Context: an optimization exercise on an open-source flow, tuned for small area, a short achievable clock period and few clock cycles per item. The choices shown serve that exercise and are no tape-out recipe. In this exercise RTL edits were held to simulation tests only and were not proved equivalent to the original. The clock port is modelled as an ideal driver; clocking choices that lean on that would not hold on a real chip.

## job 6918
==> flow/design.v <==
module atan
(
    input                       clk         ,
    input                       rst_n       ,
    input                       trig        ,
    output                      vld         ,
    input       signed  [16:0]  para_in     ,
    output      signed  [11:0]  atany
);
reg         busy;
reg         vld_r;
reg  [8:1]  clr;     
reg  [18:0] x;
reg  [19:2] z;
reg  [11:1] acc;     
wire [8:0]  ct  = {clr, 1'b1};
wire [8:0]  h   = ct & ~{1'b0, ct[8:1]};      
always @(posedge clk or negedge rst_n)
    if (!rst_n) begin
        busy  <= 1'b0;
        vld_r <= 1'b0;
    end else begin
        busy  <= trig | (busy & ~clr[8]);
        vld_r <= busy & clr[8];
    end
assign vld = vld_r;
wire        s   = para_in[16];
wire [18:0] p4  = {para_in, 2'b00};
wire [18:0] y0  = s ? p4 + 19'd1024 : p4 - 19'd1024;
wire [18:0] x0  = s ? 19'd1024 - p4 : 19'd1024 + p4;
wire        d   = ~z[19];
wire [19:0] zf  = {z, 2'b00};
wire [18:0] xm  = {x[18:1] & {10'h3FF, ~clr}, 1'b0};
wire [19:0] zn  = {zf[18:0], 1'b0} + ({1'b0, xm} ^ {20{d}}) + d;
wire [18:0] za  = zf[18:0] ^ {19{zf[19]}};
wire [33:0] ze  = {15'd0, za};
reg  [18:0] ty;
integer i, j;
always @(*) begin
    ty = 19'd0;
    for (i = 0; i < 8; i = i + 1)
        for (j = 0; j < 19; j = j + 1)
            ty[j] = ty[j] | (h[i] & ze[j + 2*i + 1]);
end
wire [18:0] xn  = x + ty + !d;
wire [11:0] k2  = ({12{h[0]}} & 12'd950) | ({12{h[1]}} & 12'd502) | ({12{h[2]}} & 12'd254)
                | {4'd0, h[3], h[4], h[5], h[6], h[7], h[8], 2'd0};
wire [11:1] accn = acc + (k2[11:1] & {11{d}});
always @(posedge clk) begin
    clr <= trig ? 8'd0 : {clr[7:1], 1'b1};
    x   <= trig ? x0 : xn;
    z   <= trig ? {y0[18], y0[18:2]} : zn[19:2];
    acc <= trig ? (s ? 11'd1156 : 11'd1960) : accn;
end
wire        d9 = ~z[19];
wire [11:1] a1 = acc + 11'd1;
assign atany = {d9 ? a1 : acc, 1'b0};
endmodule
make LEC_CHECK=0 ABC_AREA=1 CAP_MARGIN=20 CORE_MARGIN=2 CORE_UTILIZATION=40 CTS_BUF_LIST=sky130_fd_sc_hd__clkbuf_4 SETUP_SLACK_MARGIN=3 SLEW_MARGIN=20 finish   # period 6.0 ns
run.sh (not shown) runs the stock make flow with config.mk's settings and CLKGATE_MAP_FILE= SYNTH_SCRIPT=/design/flow/synth_recipe.tcl, a recipe that flattens the netlist after the stock synthesis.
Testbench counts of job 6918, summed over its fixed seeds: cycles 24,008, items 2,400.
--- input diff job 6918..job 5344 ---
Settings: changing CTS_BUF_LIST from sky130_fd_sc_hd__clkbuf_4 to sky130_fd_sc_hd__clkbuf_4 sky130_fd_sc_hd__clkbuf_8; changing CORE_UTILIZATION from 40 to 50.
==> flow/flow/run.sh (new file) <==
#!/bin/bash
# Own layout flow: the standard flow (standard.sh, ORFS) with one change:
# the port buffers are the smallest buffer cell (every port still gets one).
# The make run writes its full output to a log of its own in this folder.
set -euo pipefail
here=$(pwd)
bash standard.sh \
  "BUFFER_PORTS_ARGS=-buffer_cell sky130_fd_sc_hd__buf_1" \
  finish > "$here/flow_make.log" 2>&1
==> flow/standard.sh (new file) <==
#!/bin/bash
# synth_recipe.tcl (not shown) runs the flow's synth.tcl, then flattens the netlist and writes it again
# the make line also repeats each setting of config.mk as NAME=value (left out here)
make -C /OpenROAD-flow-scripts/flow DESIGN_CONFIG=/design/flow/config.mk WORK_HOME=/design/flow/orfs CLKGATE_MAP_FILE= SYNTH_SCRIPT=/design/flow/synth_recipe.tcl "${@:-finish}"
removed: flow/run.sh
Max freq job 6918 -> job 5344: improved
Global-route usage in job 5344 is 5.8 points higher than in job 6918
In the reports for job 6918 and job 5344, the larger via count belongs to job 6918.
On utilization: between job 6918 and job 5344, it ends up lower for job 6918.
## Diff of input files: job 5309 against job 5344
Settings: changing CORE_UTILIZATION from 50 to 40; removing CTS_BUF_LIST (formerly sky130_fd_sc_hd__clkbuf_4 sky130_fd_sc_hd__clkbuf_8); removing ABC_AREA (formerly 1).
==> flow/run.sh (new file) <==
#!/bin/bash
# synth_recipe.tcl (not shown) runs the flow's synth.tcl, then flattens the netlist and writes it again
# the make line also repeats each setting of config.mk as NAME=value (left out here)
make -C /OpenROAD-flow-scripts/flow DESIGN_CONFIG=/design/flow/config.mk WORK_HOME=/design/flow/orfs CLKGATE_MAP_FILE= SYNTH_SCRIPT=/design/flow/synth_recipe.tcl finish
removed: flow/flow/run.sh
removed: flow/standard.sh
Findings:
- Delta (job 5309 minus job 5344): number of maximum-capacitance violations about even, global-route wire length before repair rose about 1%.
- The largest family of logic cells by synthesized area comes out compound AO/OA/AOI/OAI gates in one run and simple AND/OR/NAND/NOR gates in the other, namely in job 5309 and job 5344 respectively.
- NOTE: post-route minimum period in job 5309 exceeds that of job 5344
- Looking at post-synthesis instance area across both flows, job 5309 is the stronger of the two, with job 5344 trailing.
- Going from job 5344 to job 5309, sum of met2 wire segment lengths after detailed routing up 4.6%, overall fraction of global-route tracks in use now sits lower, final wirelength has increased, worst setup margin decreased 0.21 ns.
- Job 5344 has lower period utilization than job 5309.
diff inputs: job 5309 => job 6965
Settings: SETUP_SLACK_MARGIN: 3 -> 2.5; ABC_AREA: unset -> 1.
[summary]
Of job 5309 and job 6965, the higher area share of fa/ha/maj cells after synthesis belongs to job 5309.
In the reports for job 5309 and job 6965, the smaller non-clock buffer contribution to total cell area belongs to job 6965.
Diff job 5309 -> job 6965: area added between synthesis and finish now smaller, final core utilization now smaller, final cell count without fillers now larger.
Compared to job 5309, the router laid down less metal wire for job 6965.
Mean area per synthesized cell shrinks by more than 10% when moving from job 5309 to job 6965.
Measured against each other, job 5309 and job 6965 differ in global-route usage over all layers, the lower figure coming from job 6965.

========
## run 1
Starts from the design.v that is shown in full above.
Settings: LEC_CHECK=0, ABC_AREA=1, CAP_MARGIN=20, CORE_MARGIN=2, CORE_UTILIZATION=40, SETUP_SLACK_MARGIN=3.2, SLEW_MARGIN=20; clock period 6.0 ns.
standard.sh (not shown) runs the stock make flow with config.mk's settings and CLKGATE_MAP_FILE= SYNTH_SCRIPT=/design/flow/synth_recipe.tcl, a recipe that flattens the netlist after the stock synthesis.
==> flow/flow/run.sh <==
#!/bin/bash
# Own layout flow: the standard flow (standard.sh, ORFS) with one change:
# the port buffers are the smallest buffer cell (every port still gets one).
# The make run writes its full output to a log of its own in this folder.
set -euo pipefail
here=$(pwd)
bash standard.sh \
  "BUFFER_PORTS_ARGS=-buffer_cell sky130_fd_sc_hd__buf_1" \
  finish > "$here/flow_make.log" 2>&1
Every stage of the flow completed for run 1, and the final layout passed the timing, design-rule and antenna checks.
Testbench counts of run 1, summed over its fixed seeds: cycles 24,008, items 2,400.
What run 2 does differently from run 1 at the input level:
- swapping 3.2 for 4 in SETUP_SLACK_MARGIN
- clearing ABC_AREA, which used to be 1
==> flow/run.sh (new file) <==
#!/bin/bash
# synth_recipe.tcl (not shown) runs the flow's synth.tcl, then flattens the netlist and writes it again
# the make line also repeats each setting of config.mk as NAME=value (left out here)
make -C /OpenROAD-flow-scripts/flow DESIGN_CONFIG=/design/flow/config.mk WORK_HOME=/design/flow/orfs CLKGATE_MAP_FILE= SYNTH_SCRIPT=/design/flow/synth_recipe.tcl finish
removed: flow/flow/run.sh
removed: flow/standard.sh
Findings:
[run 2] minimum clock period after layout rose 280 ps relative to run 1. Final area (run 2 vs. run 1) increases by more than 10%. Taking run 1 as the reference, in run 2 global-route wire length before repair increased by 2.4% relative to the old numbers. The end point of the critical path comes out x[13] in one run and atany[9] in the other, namely in run 2 and run 1 respectively. Run 2 vs run 1 — maximum number of pins on one net before global-route repair rose about 90%. Between run 2 and run 1, it is run 2 whose aggregate routed wire length is higher, by 9.7%. Going from run 1 to run 2, total setup buffers inserted after CTS +200%, routed length on met1 rose by 8.9%, number of buffers and inverters on the critical path went down 1.
Modified inputs, run 3 compared to run 2
- SETUP_SLACK_MARGIN now 2, was 4
- Final clock period utilization by the worst path, run 3 and run 2: higher on run 3
- Of run 3 and run 2, the run reporting the higher final non-filler cell area was run 2.
- Run 3 has completed all stages; timing, DRC and antenna checks passed.
- From run 2 to run 3, setup TNS did not move at all.
- Run 3 leaves less setup margin than run 2.
- Fraction of standard cell area that is sequential was lower in run 2 than in run 3.
- Compared run 3 against run 2; clock transition at the register clock pins on the worst setup and hold paths after CTS within noise.
- Run 3 vs run 2: number of vias after detailed routing down
- Per the comparison of run 3 with run 2, total detailed-routing wirelength decreased by 21% relative to the old numbers, multi-input combinational area share grew by 4.9 points.
--- input diff run 3..run 4 ---
- setting ABC_AREA to 1 for the first time
- changing SETUP_SLACK_MARGIN from 2 to 3.5
Results
Per the final summary, run 3 finished and its layout is clean on timing, DRC and antenna. Run 4 reached the end of the flow, and the finished layout is clean on the timing, design-rule and antenna checks. Compared with run 3, run 4 has extra setup slack. Run 4 vs run 3: critical path depth up in run 4. | wire length of the first global-routing pass | higher: run 4 |. Compare run 4 and run 3 | end-of-flow core utilization higher: run 4. Cell total after placement: run 4 and run 3 compared, higher one is run 4. Portion of netlist area occupied by mux cells: run 4 vs run 3 down 1.4 points. On storage element area, the lower figure sits with run 3, not run 4.
The inputs of run 5 differ from those of run 4 as listed below.
- removing ABC_AREA (formerly 1)
- setting TNS_END_PERCENT to 100 for the first time
- changing SETUP_SLACK_MARGIN from 3.5 to 3
## What came out
Final net count, run 5 and run 4, lower one = run 5.
Diff run 4 -> run 5 | clock period minus final worst setup slack | increase of 180 ps
The number of distinct library cells after synthesis in run 5 sits about 33% above the value recorded for run 4.
Run 5 has less setup slack than run 4.
Of the two values seen for most common library cell in the layout ignoring fill and taps, xnor2_1 was produced by run 5 and nand2_1 by run 4.
Of run 5 and run 4, it is run 5 that has the lower total detailed-routing wirelength.
Taking run 4 as the reference, in run 5 count of plain and timing-repair buffers in the layout saw a decrease.
[inputs] run 6 vs run 5
- TNS_END_PERCENT removed (was 100)
- ABC_AREA newly set to 1
- CTS_BUF_LIST newly set to sky130_fd_sc_hd__clkbuf_4
- CORE_UTILIZATION changed from 40 to 50
==> flow/flow/run.sh (new file) <==
#!/bin/bash
# Own layout flow: the standard flow (standard.sh, ORFS) with one change:
# the port buffers are the smallest buffer cell (every port still gets one).
# The make run writes its full output to a log of its own in this folder.
set -euo pipefail
here=$(pwd)
bash standard.sh \
  "BUFFER_PORTS_ARGS=-buffer_cell sky130_fd_sc_hd__buf_1" \
  finish > "$here/flow_make.log" 2>&1
==> flow/standard.sh (new file) <==
#!/bin/bash
# synth_recipe.tcl (not shown) runs the flow's synth.tcl, then flattens the netlist and writes it again
# the make line also repeats each setting of config.mk as NAME=value (left out here)
make -C /OpenROAD-flow-scripts/flow DESIGN_CONFIG=/design/flow/config.mk WORK_HOME=/design/flow/orfs CLKGATE_MAP_FILE= SYNTH_SCRIPT=/design/flow/synth_recipe.tcl "${@:-finish}"
removed: flow/run.sh
Notes after the runs:
From run 5 to run 6 the numbers moved as follows: final routed wirelength across all metal layers shows an increase of 71 microns; clock slew seen by the registers of the worst setup and hold paths shows an increase of 70 ps; die area shows a reduction of 16%.
Summary: with run 5 as the reference, non-clock buffer count in run 6 moved down by more than half.
Non-clock inverter instance count of the final layout in run 6 is 104 higher than in run 5
Cmp run 6 vs run 5: multi-input combinational cell count higher in run 6

========
delta:
RTL: the design.v shown in full above, as it stands there.
export LEC_CHECK = 0
export ABC_AREA = 1
export CAP_MARGIN = 20
export CORE_MARGIN = 2
export CORE_UTILIZATION = 55
export SETUP_SLACK_MARGIN = 3
export SLEW_MARGIN = 20
create_clock -name core_clock -period 6.0 [get_ports {clk}]
==> flow/flow/run.sh <==
#!/bin/bash
# Own layout flow: the standard flow (standard.sh, ORFS) with one change:
# the port buffers are the smallest buffer cell (every port still gets one).
# The make run writes its full output to a log of its own in this folder.
set -euo pipefail
here=$(pwd)
bash standard.sh \
  "BUFFER_PORTS_ARGS=-buffer_cell sky130_fd_sc_hd__buf_1" \
  finish > "$here/flow_make.log" 2>&1
Testbench counts of delta, summed over its fixed seeds: cycles 24,008, items 2,400.
The inputs of maple differ from those of delta as listed below.
- setting CTS_BUF_LIST to sky130_fd_sc_hd__clkbuf_4 for the first time
- changing CORE_UTILIZATION from 55 to 40
Findings:
Compared with delta, in maple average wire per standard cell fell 0.069 microns, slew at the pin closest to its max-slew limit rose 74 ps. Total routing usage reported by global routing was lower in the run labelled maple. Of maple and delta, maple shows the higher buffer count from post-CTS setup fixing, with delta below it. Post-route worst hold slack: maple worse than delta. maple: post-route minimum period is 53 ps higher than what delta reported. maple ends up with higher layout buffering overhead excluding clock cells than delta does. Of the two values seen for timing endpoint of the critical path, atany[11] was produced by delta and atany[9] by maple. [maple] die area rose 36% relative to delta.
Modified inputs, raven compared to maple
- swapping 40 for 45 in CORE_UTILIZATION
- swapping sky130_fd_sc_hd__clkbuf_4 for sky130_fd_sc_hd__clkbuf_8 in CTS_BUF_LIST
==> run notes <==
- raven finished all stages; the layout is clean.
- Cmp raven vs maple: non-clock buffer count lower in raven
- maple → raven: post-layout worst setup margin moved up, met3 demand-to-capacity share in global routing went down.
## Diff of input files: harbor against raven
- CORE_UTILIZATION changed from 45 to 50
==> comparison <==
harbor ended with more upper clock frequency limit than raven.
Going from raven to harbor, floorplan die width saw a decrease, final core utilization went up 5.4 points, detailed placer's ending HPWL climbed 0.85%, sequential share of layout area now sits at about the same level.

========
Starts from the design.v that is shown in full above.
clock: 6.0 ns
lec_check: 0
abc_area: 1
cap_margin: 20
core_margin: 2
core_utilization: 50
setup_slack_margin: 3
slew_margin: 20
Scripts as last shown in full above: flow/flow/run.sh
The starting point ran to the end with no violations.
Testbench counts at the start, summed over its fixed seeds: cycles 24,008, items 2,400.
Edit:
==> flow/flow/run.sh (replaced) <==
#!/bin/bash
# Own layout flow: the standard flow (standard.sh, ORFS) with two changes:
#  - the port buffers are the smallest buffer cell (every port still gets one);
#  - after the clock tree step's timing repair, cells on paths with slack are
#    sized down again (repair_timing -recover_power), keeping the setup margin.
# Each make run writes its full output to a log of its own in this folder.
set -euo pipefail
here=$(pwd)
bash standard.sh \
  "BUFFER_PORTS_ARGS=-buffer_cell sky130_fd_sc_hd__buf_1" \
  "POST_CTS_TCL=$here/flow/post_cts.tcl" \
  finish > "$here/flow_make.log" 2>&1
==> flow/flow/post_cts.tcl (new file) <==
# Size down cells on paths that have slack to spare (area recovery), then
# legalize again.
log_cmd repair_timing -recover_power 100 -setup_margin $::env(SETUP_SLACK_MARGIN) -verbose
detailed_placement
Settings changed: CORE_UTILIZATION 50 to 40.
Outcome: The new run finished clean. Design area rose slightly. Non-clock buffer count climbs by 3. Register-to-register slack hardly moves. Global-route usage came out lower by 5.5 points. Sequential cell count does not change.
Edit:
==> flow/run.sh (new file) <==
#!/bin/bash
# synth_recipe.tcl (not shown) runs the flow's synth.tcl, then flattens the netlist and writes it again
# the make line also repeats each setting of config.mk as NAME=value (left out here)
make -C /OpenROAD-flow-scripts/flow DESIGN_CONFIG=/design/flow/config.mk WORK_HOME=/design/flow/orfs CLKGATE_MAP_FILE= SYNTH_SCRIPT=/design/flow/synth_recipe.tcl finish
Settings changed: CTS_BUF_LIST set to sky130_fd_sc_hd__clkbuf_2 sky130_fd_sc_hd__clkbuf_4.
removed: flow/flow/run.sh
removed: flow/flow/post_cts.tcl
removed: flow/standard.sh
What happened: Routed wire length is about the same; worst hold slack stays flat; setup slack gets worse by 0.0081 ns; via count falls by 0.84%; register-to-register slack stays flat; cell count rises by 1.2%.

## what the ideal ports hide
In the flow no input, the clock included, has a driving cell. The finished layouts below were timed again as built, in two steps.
Step 1: set_driving_cell puts a clkbuf_16 on clk and a buf_2 on each other input, an assumption about the parent block.
Step 2, shift: input delay + t, output delay - t, t = (earliest + latest rising clock arrival at the registers) / 2. This alone moves slack from input paths to output paths.
Slacks: no drivers / after step 1 / after step 2; pairs: no drivers / after step 1.
run | t, ns | slack for setup (ns) | worst slew at a driven data input, ns
job 6918 | 0.480 | 3.096 / 3.061 / 2.748 | 0.03
job 5344 | 0.406 | 3.115 / 3.077 / 2.955 | 0.04
job 5309 | 0.386 | 2.908 / 2.908 / 2.603 | 0.04
job 6965 | 0.381 | 2.679 / 2.651 / 2.317 | 0.03
run 1 | 0.384 | 3.093 / 3.047 / 2.946 | 0.03
run 2 | 0.383 | 2.817 / 2.817 / 2.753 | 0.03
run 3 | 0.380 | 2.216 / 2.216 / 2.216 | 0.05
run 4 | 0.385 | 3.089 / 3.051 / 2.884 | 0.03
run 5 | 0.386 | 2.908 / 2.908 / 2.603 | 0.04
run 6 | 0.488 | 3.094 / 3.058 / 2.707 | 0.04
delta | 0.380 | 3.075 / 3.037 / 2.823 | 0.03
maple | 0.477 | 3.022 / 2.987 / 2.647 | 0.04
raven | 0.403 | 3.092 / 3.052 / 2.781 | 0.03
harbor | 0.406 | 3.115 / 3.077 / 2.955 | 0.04
the first run of note 4 | 0.384 | 3.094 / 3.052 / 2.970 | 0.04
the second run of note 4 | 0.382 | 3.104 / 3.060 / 2.762 | 0.04
the third run of note 4 | 0.480 | 3.096 / 3.061 / 2.748 | 0.03
After both steps setup and hold are still met in every run listed. The setup slack of run 6, which loses most, moves by -0.036 ns with the drivers and by -0.387 ns with both steps.
